From an optimization exercise on the open Yosys and OpenROAD flow, aimed at small area, a short achievable clock period and few clock cycles; shortcuts taken in it are not production practice.
At most, simulation tests tie the RTL to the original design; equivalence was not proved.

// divider1
module divider1(quotient, valid_out, divisor, dividend, valid_in, rst, clk);
Size: ~210 flip-flops, roughly 200 I/O pins, about 27000 um^2 of cells after synthesis.
==> flow/config.mk <==
export PLATFORM = sky130hd
export DESIGN_NAME = divider1
export DESIGN_NICKNAME = divider1
export VERILOG_FILES = /design/flow/design.v
export SDC_FILE = /design/flow/constraint.sdc
export NUM_CORES = 8
export LEC_CHECK = 0
export CAP_MARGIN = 20
export CORE_MARGIN = 2
export CORE_UTILIZATION = 40
export SLEW_MARGIN = 20
==> flow/constraint.sdc <==
create_clock -name core_clock -period 32.0 [get_ports {clk}]
set_input_delay 6.4000 -clock core_clock [delete_from_list [all_inputs] [get_ports {clk}]]
set_output_delay 6.4000 -clock core_clock [all_outputs]
set_load 0.01 [all_outputs]
standard.sh (not shown) runs the stock make flow with config.mk's settings and CLKGATE_MAP_FILE= SYNTH_SCRIPT=/design/flow/synth_recipe.tcl, a recipe that flattens the netlist after the stock synthesis.
==> flow/flow/run.sh <==
#!/bin/bash
# Own flow: the standard layout (standard synthesis, floorplan, placement,
# CTS, routing); only the timing repair is asked to leave a setup margin,
# and port buffers may use another buffer cell. Clock and constraints unchanged.
set -e
bash standard.sh SETUP_SLACK_MARGIN=20 finish > standard_finish.log 2>&1
Testbench counts at the start, summed over its fixed seeds: cycles 6,098.
Next try:
==> flow/flow/run.sh (replaced) <==
#!/bin/bash
# Own flow: the standard layout (standard synthesis, floorplan, placement,
# CTS, routing); only the timing repair is asked to leave a setup margin,
# and port buffers use another buffer cell. Clock and constraints unchanged.
set -e
bash standard.sh SETUP_SLACK_MARGIN=22 "BUFFER_PORTS_ARGS=-buffer_cell sky130_fd_sc_hd__buf_2" finish > standard_finish.log 2>&1
Maximum frequency went up by 4.2%.
Sequential cell count stays the same.
First-iteration DRC count went up by 16%.
Routed wire length went up by about 14%.
Final area went up by about 15%.
Next try:
==> flow/flow/run.sh (replaced) <==
#!/bin/bash
# Own flow: the standard layout (standard synthesis, floorplan, placement,
# CTS, routing); only the timing repair is asked to leave a setup margin,
# and port buffers may use another buffer cell. Clock and constraints unchanged.
set -e
bash standard.sh SETUP_SLACK_MARGIN=21 "BUFFER_PORTS_ARGS=-buffer_cell sky130_fd_sc_hd__buf_2" finish > standard_finish.log 2>&1
After rerunning: The new run finished clean; via count went down by 5.8%; global-route usage went down by 1.0 points; worst setup slack is worse by 0.038 ns; fmax went down by 0.34%; flip-flop and latch count is unchanged; first-iteration DRC count went down by 17%; routed wire length went down by 8.3%.

* * *

## run A
Another version of the RTL of divider1 (not shown whole).
For scale: ~220 flip-flops, about 200 I/O pins.
clock: 32.0 ns
lec_check: 0
cap_margin: 20
core_margin: 2
core_utilization: 40
slew_margin: 20
synth_hierarchical: 1
==> flow/flow/run.sh <==
#!/bin/bash
# Own flow: the standard layout (standard synthesis, floorplan, placement,
# CTS, routing); only the timing repair is asked to leave a setup margin,
# and port buffers use another buffer cell. Clock and constraints unchanged.
set -e
bash standard.sh SETUP_SLACK_MARGIN=22.2 "BUFFER_PORTS_ARGS=-buffer_cell sky130_fd_sc_hd__buf_1" finish > standard_finish.log 2>&1
Testbench counts of run A, summed over its fixed seeds: cycles 6,098.
diff inputs: run A => run B
-- flow/flow/run.sh --
<<< run A, line 5
set -e
bash standard.sh SETUP_SLACK_MARGIN=22.2 "BUFFER_PORTS_ARGS=-buffer_cell sky130_fd_sc_hd__buf_1" finish > standard_finish.log 2>&1
>>> run B, line 5
set -e
bash standard.sh SETUP_SLACK_MARGIN=22 "BUFFER_PORTS_ARGS=-buffer_cell sky130_fd_sc_hd__buf_1" finish > standard_finish.log 2>&1
Notes after the runs:
Between run B and run A, it is run B whose met3 capacity usage during global routing is lower, by 0.55 points. Run A reports its uppermost signal routing layer after detailed routing as met4 while run B reports met5. Diff run A -> run B: portion of netlist area occupied by mux cells now sits at about the same level, shortest period the worst path allows now sits higher. Final cell count went down slightly going from run A to run B. HPWL reported at the end of detailed placement improves in run B relative to run A. Diff run A..run B | register area share after synthesis | unchanged.
What run C does differently from run B at the input level:
-- flow/flow/run.sh --
<<< run B, line 5
set -e
bash standard.sh SETUP_SLACK_MARGIN=22 "BUFFER_PORTS_ARGS=-buffer_cell sky130_fd_sc_hd__buf_1" finish > standard_finish.log 2>&1
>>> run C, line 5
set -e
bash standard.sh SETUP_SLACK_MARGIN=21.7 "BUFFER_PORTS_ARGS=-buffer_cell sky130_fd_sc_hd__buf_1" finish > standard_finish.log 2>&1
Results
- Comparing run B against run C, there is no change at all in number of buffers added by the clock tree synthesis step.
- Highest clock rate of run C falls short of that of run B by a few percent.
- On sequential share of layout area, run C tracks run B almost exactly.
- Of run C and run B, the run reporting the lower final-layout non-clock buffer area share was run C.
- Run C: PASS, flow complete, no timing, DRC or antenna violations
- Run C: number of buffers inserted by post-CTS setup repair lower than run B
- Run C has layout-stage area growth over the synthesis result below what run B had.
- Fraction of area in multi-input gates ended up 0.17 points higher on run C than on run B.

* * *

Another version of the RTL of divider1 (not shown whole).
Size: roughly 3900 cells after synthesis, about 200 I/O pins, ~0.031 sq mm of cells after synthesis.
clock: 32.0 ns
lec_check: 0
cap_margin: 20
core_margin: 2
core_utilization: 40
slew_margin: 20
synth_hierarchical: 1
==> flow/flow/run.sh <==
#!/bin/bash
# Own flow: the standard layout (standard synthesis, floorplan, placement,
# CTS, routing); only the timing repair is asked to leave a setup margin,
# and port buffers use another buffer cell. Clock and constraints unchanged.
set -e
bash standard.sh SETUP_SLACK_MARGIN=21 "BUFFER_PORTS_ARGS=-buffer_cell sky130_fd_sc_hd__buf_1" finish > standard_finish.log 2>&1
The first run finished with timing, DRC and antenna clean.
Next try:
==> flow/flow/run.sh (replaced) <==
#!/bin/bash
# Own flow: the standard layout (standard synthesis, floorplan, placement,
# CTS, routing); only the timing repair is asked to leave a setup margin,
# and port buffers use another buffer cell. Clock and constraints unchanged.
set -e
bash standard.sh SETUP_SLACK_MARGIN=21.5 "BUFFER_PORTS_ARGS=-buffer_cell sky130_fd_sc_hd__buf_1" finish > standard_finish.log 2>&1
What happened: Utilization grows by 0.22 points; clock skew is about the same.
No run of this note included a check of the RTL's function; only the layout flow was run.

* * *

job 101:
divider1, a different RTL version from the one above (not shown whole).
For scale: about 4,600 cells after synthesis, ~35,000 µm² of cells after synthesis.
Settings: LEC_CHECK=0, CAP_MARGIN=80, CORE_MARGIN=2, CORE_UTILIZATION=40, SLEW_MARGIN=80, SYNTH_HIERARCHICAL=1; clock period 32.0 ns.
run.sh (not shown) runs the stock make flow with config.mk's settings and CLKGATE_MAP_FILE= SYNTH_SCRIPT=/design/flow/synth_recipe.tcl, a recipe that flattens the netlist after the stock synthesis.
Stock flow here: none of the scripts above is used.
--- input diff job 101..job 102 ---
Settings: swapping 80 for 50 in SLEW_MARGIN; swapping 40 for 60 in CORE_UTILIZATION; swapping 80 for 50 in CAP_MARGIN.
[summary]
- In the reports for job 102 and job 101, the larger total number of nets in the final design belongs to job 101.
- Area: job 102 vs job 101 -> job 102 smaller
- Compared with job 101, job 102 shows longest individual stage delay on the worst path lower by 0.03 ns.
- Sort job 102 and job 101 by clock-buffer cell count desc -> top: job 101
- Job 101 reports its worst setup path startpoint as rd[6] while job 102 reports rd[0].
- Cmp job 102 and job 101 / routed wire length per instance / higher: job 102
No functional check of the RTL was part of any run of this note.

* * *

== maple ==
divider1 with an RTL version that a note above also has.
For scale: about 5100 cells after synthesis, roughly 220 flip-flops, ~200 I/O pins, ~30000 µm² of cells after synthesis.
clock: 32.0 ns
lec_check: 0
abc_area: 1
cap_margin: 20
core_margin: 2
core_utilization: 40
slew_margin: 20
synth_hierarchical: 1
standard.sh (not shown) runs the stock make flow with config.mk's settings and CLKGATE_MAP_FILE= SYNTH_SCRIPT=/design/flow/synth_recipe.tcl, a recipe that flattens the netlist after the stock synthesis.
==> flow/flow/run.sh <==
#!/bin/bash
# Own flow: the standard layout (standard synthesis, floorplan, placement,
# CTS, routing); only the timing repair is asked to leave a setup margin,
# and port buffers use another buffer cell. Clock and constraints unchanged.
set -e
bash standard.sh SETUP_SLACK_MARGIN=22 "BUFFER_PORTS_ARGS=-buffer_cell sky130_fd_sc_hd__buf_1" finish > standard_finish.log 2>&1
Testbench counts of maple, summed over its fixed seeds: cycles 6,098.
Here is what was changed in the inputs of juniper compared with maple.
diff --git a/flow/flow/run.sh b/flow/flow/run.sh
--- a/flow/flow/run.sh
+++ b/flow/flow/run.sh
@@ -6 +6 @@
-bash standard.sh SETUP_SLACK_MARGIN=22 "BUFFER_PORTS_ARGS=-buffer_cell sky130_fd_sc_hd__buf_1" finish > standard_finish.log 2>&1
+bash standard.sh SETUP_SLACK_MARGIN=22.7 "BUFFER_PORTS_ARGS=-buffer_cell sky130_fd_sc_hd__buf_1" finish > standard_finish.log 2>&1
- Looking at total track usage, juniper sits 1.7 points higher than maple does.
- Going from maple to juniper, post-CTS setup buffer count climbed 83, total routed wirelength climbed about 3%, number of cells on the worst reg-to-reg path dropped about 5.3%.
- Comparing maple against juniper, there is no change at all in number of tap instances.
- Clock tree cell share of total cell area: maple vs juniper, no meaningful difference
Edits applied to the flow inputs when going from juniper to yarrow:
diff --git a/flow/flow/run.sh b/flow/flow/run.sh
--- a/flow/flow/run.sh
+++ b/flow/flow/run.sh
@@ -6 +6 @@
-bash standard.sh SETUP_SLACK_MARGIN=22.7 "BUFFER_PORTS_ARGS=-buffer_cell sky130_fd_sc_hd__buf_1" finish > standard_finish.log 2>&1
+bash standard.sh SETUP_SLACK_MARGIN=22.5 "BUFFER_PORTS_ARGS=-buffer_cell sky130_fd_sc_hd__buf_1" finish > standard_finish.log 2>&1
diff --git a/flow/config.mk b/flow/config.mk
--- a/flow/config.mk
+++ b/flow/config.mk
@@ -8 +7,0 @@
-export ABC_AREA = 1
Notes after the runs:
Global-route met2 utilization ends up lower on yarrow. yarrow: number of ordinary and repair buffers in the finished layout is 17 higher than what juniper reported. Between yarrow and juniper, it is yarrow whose clock period minus final worst setup slack is lower, by 0.31 ns.

* * *

Another version of the RTL of divider1 (not shown whole).
For scale: about 3700 cells after synthesis, ~200 I/O pins, ~0.028 sq mm of cells after synthesis.
Settings: LEC_CHECK=0, CAP_MARGIN=20, CORE_MARGIN=2, CORE_UTILIZATION=40, SLEW_MARGIN=20, SYNTH_HIERARCHICAL=1; clock period 32.0 ns.
==> flow/flow/run.sh <==
#!/bin/bash
# Own flow: the standard layout (standard synthesis, floorplan, placement,
# CTS, routing); only the timing repair is asked to leave a setup margin,
# and port buffers use another buffer cell. Clock and constraints unchanged.
set -e
bash standard.sh SETUP_SLACK_MARGIN=22 "BUFFER_PORTS_ARGS=-buffer_cell sky130_fd_sc_hd__buf_1" finish > standard_finish.log 2>&1
The first run finished clean.
Testbench counts at the start, summed over its fixed seeds: cycles 6,098.
Change:
==> flow/flow/run.sh (replaced) <==
#!/bin/bash
# Own flow: the standard layout (standard synthesis, floorplan, placement,
# CTS, routing); only the timing repair is asked to leave a setup margin,
# and port buffers use another buffer cell. Clock and constraints unchanged.
set -e
bash standard.sh SETUP_SLACK_MARGIN=22.5 "BUFFER_PORTS_ARGS=-buffer_cell sky130_fd_sc_hd__buf_1" "RECOVER_POWER=50" finish > standard_finish.log 2>&1
This time the run finished but failed the layout checks on capacitance limit, slew limit.
Global-route usage goes up by 0.19 points.
Clock-buffer cell count goes down by 3.
Change:
==> flow/flow/run.sh (replaced) <==
#!/bin/bash
# Own flow: the standard layout (standard synthesis, floorplan, placement,
# CTS, routing); only the timing repair is asked to leave a setup margin,
# and port buffers use another buffer cell. Clock and constraints unchanged.
set -e
bash standard.sh SETUP_SLACK_MARGIN=23 "BUFFER_PORTS_ARGS=-buffer_cell sky130_fd_sc_hd__buf_1" finish > standard_finish.log 2>&1
Now the flow completed with no timing, DRC or antenna violations.
Non-clock buffer count grows by 196.
Setup slack is better by 0.70 ns.
Fmax grows by about 7.5%.
Count of clock-buffer cells in the layout grows by 3.
Design area grows by about 14%.
Synthesized cell count does not change.
Routed wire length grows by 12%.
Sequential cell count stays the same.
Die area is unchanged.
Synthesized area stays the same.
Change:
==> flow/flow/run.sh (replaced) <==
#!/bin/bash
# Own flow: the standard layout (standard synthesis, floorplan, placement,
# CTS, routing); only the timing repair is asked to leave a setup margin,
# and port buffers use another buffer cell. Clock and constraints unchanged.
set -e
bash standard.sh SETUP_SLACK_MARGIN=22.8 "BUFFER_PORTS_ARGS=-buffer_cell sky130_fd_sc_hd__buf_1" finish > standard_finish.log 2>&1
=> Global-route usage drops by 0.81 points. Maximum frequency drops by about 0.6%. Flip-flop and latch count stays the same. Synthesized area does not change. First-iteration DRC count climbs by 5.0%. Non-clock buffer count drops by 64. Count of clock-buffer cells in the layout stays the same.

* * *

== old ==
divider1, a different RTL version from the one above (not shown whole).
Size: ~4400 cells after synthesis, ~220 flip-flops, roughly 32000 sq um of cells after synthesis.
==> flow/config.mk <==
export PLATFORM = sky130hd
export DESIGN_NAME = divider1
export DESIGN_NICKNAME = divider1
export VERILOG_FILES = /design/flow/design.v
export SDC_FILE = /design/flow/constraint.sdc
export NUM_CORES = 8
export LEC_CHECK = 0
export CAP_MARGIN = 20
export CORE_MARGIN = 2
export CORE_UTILIZATION = 40
export SLEW_MARGIN = 20
export SYNTH_HIERARCHICAL = 1
==> flow/constraint.sdc <==
create_clock -name core_clock -period 32.0 [get_ports {clk}]
set_input_delay 6.4000 -clock core_clock [delete_from_list [all_inputs] [get_ports {clk}]]
set_output_delay 6.4000 -clock core_clock [all_outputs]
set_load 0.01 [all_outputs]
==> flow/flow/run.sh <==
#!/bin/bash
# Own flow: the standard layout (standard synthesis, floorplan, placement,
# CTS, routing); only the timing repair is asked to leave a setup margin,
# and port buffers use another buffer cell. Clock and constraints unchanged.
set -e
bash standard.sh SETUP_SLACK_MARGIN=21 "BUFFER_PORTS_ARGS=-buffer_cell sky130_fd_sc_hd__buf_2" finish > standard_finish.log 2>&1
Relative to old, the following input files were edited for new:
diff --git a/flow/config.mk b/flow/config.mk
--- a/flow/config.mk
+++ b/flow/config.mk
@@ -12 +11,0 @@
-export SYNTH_HIERARCHICAL = 1
Looking at count of buffer and inverter cells on the critical path, new sits 11 above old.
Between old and new, y dimension of the die decreased.
old → new: buffer share of cell area went up, clock-buffer cell count went up, multi-input combinational gate total went down, DRC violation count after routing did not really move.
Function was not checked in any run of this note: the RTL went through the layout flow alone.

* * *

divider1, a different RTL version from the one above (not shown whole).
Size: about 3600 cells after synthesis, roughly 220 flip-flops, roughly 28000 um2 of cells after synthesis.
==> flow/config.mk <==
export PLATFORM = sky130hd
export DESIGN_NAME = divider1
export DESIGN_NICKNAME = divider1
export VERILOG_FILES = /design/flow/design.v
export SDC_FILE = /design/flow/constraint.sdc
export NUM_CORES = 8
export LEC_CHECK = 0
export CAP_MARGIN = 20
export CORE_MARGIN = 2
export CORE_UTILIZATION = 40
export SLEW_MARGIN = 20
export SYNTH_HIERARCHICAL = 1
==> flow/constraint.sdc <==
create_clock -name core_clock -period 32.0 [get_ports {clk}]
set_input_delay 6.4000 -clock core_clock [delete_from_list [all_inputs] [get_ports {clk}]]
set_output_delay 6.4000 -clock core_clock [all_outputs]
set_load 0.01 [all_outputs]
==> flow/flow/run.sh <==
#!/bin/bash
# Own flow: the standard layout (standard synthesis, floorplan, placement,
# CTS, routing); only the timing repair is asked to leave a setup margin,
# and port buffers use another buffer cell. Clock and constraints unchanged.
set -e
bash standard.sh SETUP_SLACK_MARGIN=21.5 "BUFFER_PORTS_ARGS=-buffer_cell sky130_fd_sc_hd__buf_1" finish > standard_finish.log 2>&1
The baseline completed without violations.
Rerun with:
--- a/flow/flow/run.sh
+++ b/flow/flow/run.sh
@@ -6 +6 @@
-bash standard.sh SETUP_SLACK_MARGIN=21.5 "BUFFER_PORTS_ARGS=-buffer_cell sky130_fd_sc_hd__buf_1" finish > standard_finish.log 2>&1
+bash standard.sh SETUP_SLACK_MARGIN=22 "BUFFER_PORTS_ARGS=-buffer_cell sky130_fd_sc_hd__buf_1" finish > standard_finish.log 2>&1
=>
- The changed run completed without violations
- design area came out higher by 3.5%
- worst setup slack is better by 220 ps
- core utilization is higher by 1.6 points
- via count climbs by 1.4%
Function was not checked in any run of this note: the RTL went through the layout flow alone.

afterwards: timing with drivers on the ports:
No port has a modelled driver above. Below, the same layouts with a new extraction and two added sets of constraints.
Step 1 sets driving cells, clkbuf_16 on the clock port and buf_2 on the other inputs (assumed; they add their load-dependent delay and slew).
Step 2, shift: input delay + t, output delay - t, t = (earliest + latest rising clock arrival at the registers) / 2. This alone moves slack from input paths to output paths.
Three values: no drivers, after step 1, after step 2; two values: the first two.
| run | t (ns) | setup WS [ns] | worst setup path after step 2 | slew at the worst register clock pin (ns) | worst slew at a driven data input, ns |
|---|---|---|---|---|---|
| the first run of note 1 | 0.667 | 20.258 / 20.192 / 19.799 | input to register | 0.07 / 0.07 | 0.07 |
| the second run of note 1 | 0.669 | 20.732 / 20.667 / 20.451 | input to register | 0.07 / 0.07 | 0.09 |
| the third run of note 1 | 0.667 | 20.693 / 20.630 / 20.527 | input to register | 0.07 / 0.07 | 0.07 |
| run A | 0.659 | 22.238 / 22.277 / 21.618 | input to register | 0.07 / 0.07 | 0.07 |
| run B | 0.647 | 22.232 / 22.272 / 21.625 | input to register | 0.07 / 0.07 | 0.07 |
| run C | 0.651 | 21.904 / 21.943 / 21.292 | input to register | 0.07 / 0.07 | 0.07 |
| the first run of note 3 | 0.667 | 20.792 / 20.792 / 20.792 | register to register | 0.07 / 0.07 | 0.09 |
| the second run of note 3 | 0.689 | 20.753 / 20.753 / 20.753 | register to register | 0.07 / 0.07 | 0.09 |
| job 101 | 0.693 | 19.624 / 19.624 / 19.613 | input to register | 0.07 / 0.07 | 0.10 |
| job 102 | 0.653 | 19.839 / 19.839 / 19.839 | register to register | 0.07 / 0.07 | 0.06 |
| maple | 0.676 | 22.184 / 22.184 / 21.731 | input to register | 0.07 / 0.07 | 0.09 |
| juniper | 0.675 | 22.215 / 22.215 / 22.125 | input to register | 0.07 / 0.07 | 0.09 |
| yarrow | 0.671 | 22.528 / 22.516 / 21.886 | input to register | 0.07 / 0.07 | 0.07 |
| the first run of note 6 | 0.672 | 22.107 / 22.118 / 21.446 | input to register | 0.07 / 0.07 | 0.09 |
| the second run of note 6 | 0.647 | 21.981 / 21.981 / 21.798 | input to register | 0.07 / 0.07 | 0.11 |
| the third run of note 6 | 0.657 | 22.677 / 22.613 / 22.069 | input to register | 0.07 / 0.07 | 0.09 |
| the fourth run of note 6 | 0.655 | 22.624 / 22.622 / 21.967 | input to register | 0.07 / 0.07 | 0.09 |
| old | 0.688 | 21.052 / 21.052 / 21.052 | register to register | 0.07 / 0.07 | 0.08 |
| new | 0.680 | 20.478 / 20.401 / 20.947 | input to register | 0.07 / 0.07 | 0.08 |
| the first run of note 8 | 0.657 | 21.789 / 21.821 / 21.164 | input to register | 0.07 / 0.07 | 0.13 |
| the second run of note 8 | 0.670 | 22.010 / 22.045 / 21.375 | input to register | 0.07 / 0.07 | 0.13 |
For the first run of note 6, which loses most, drivers alone change the setup slack by +0.011 ns; drivers and shift together by -0.661 ns.
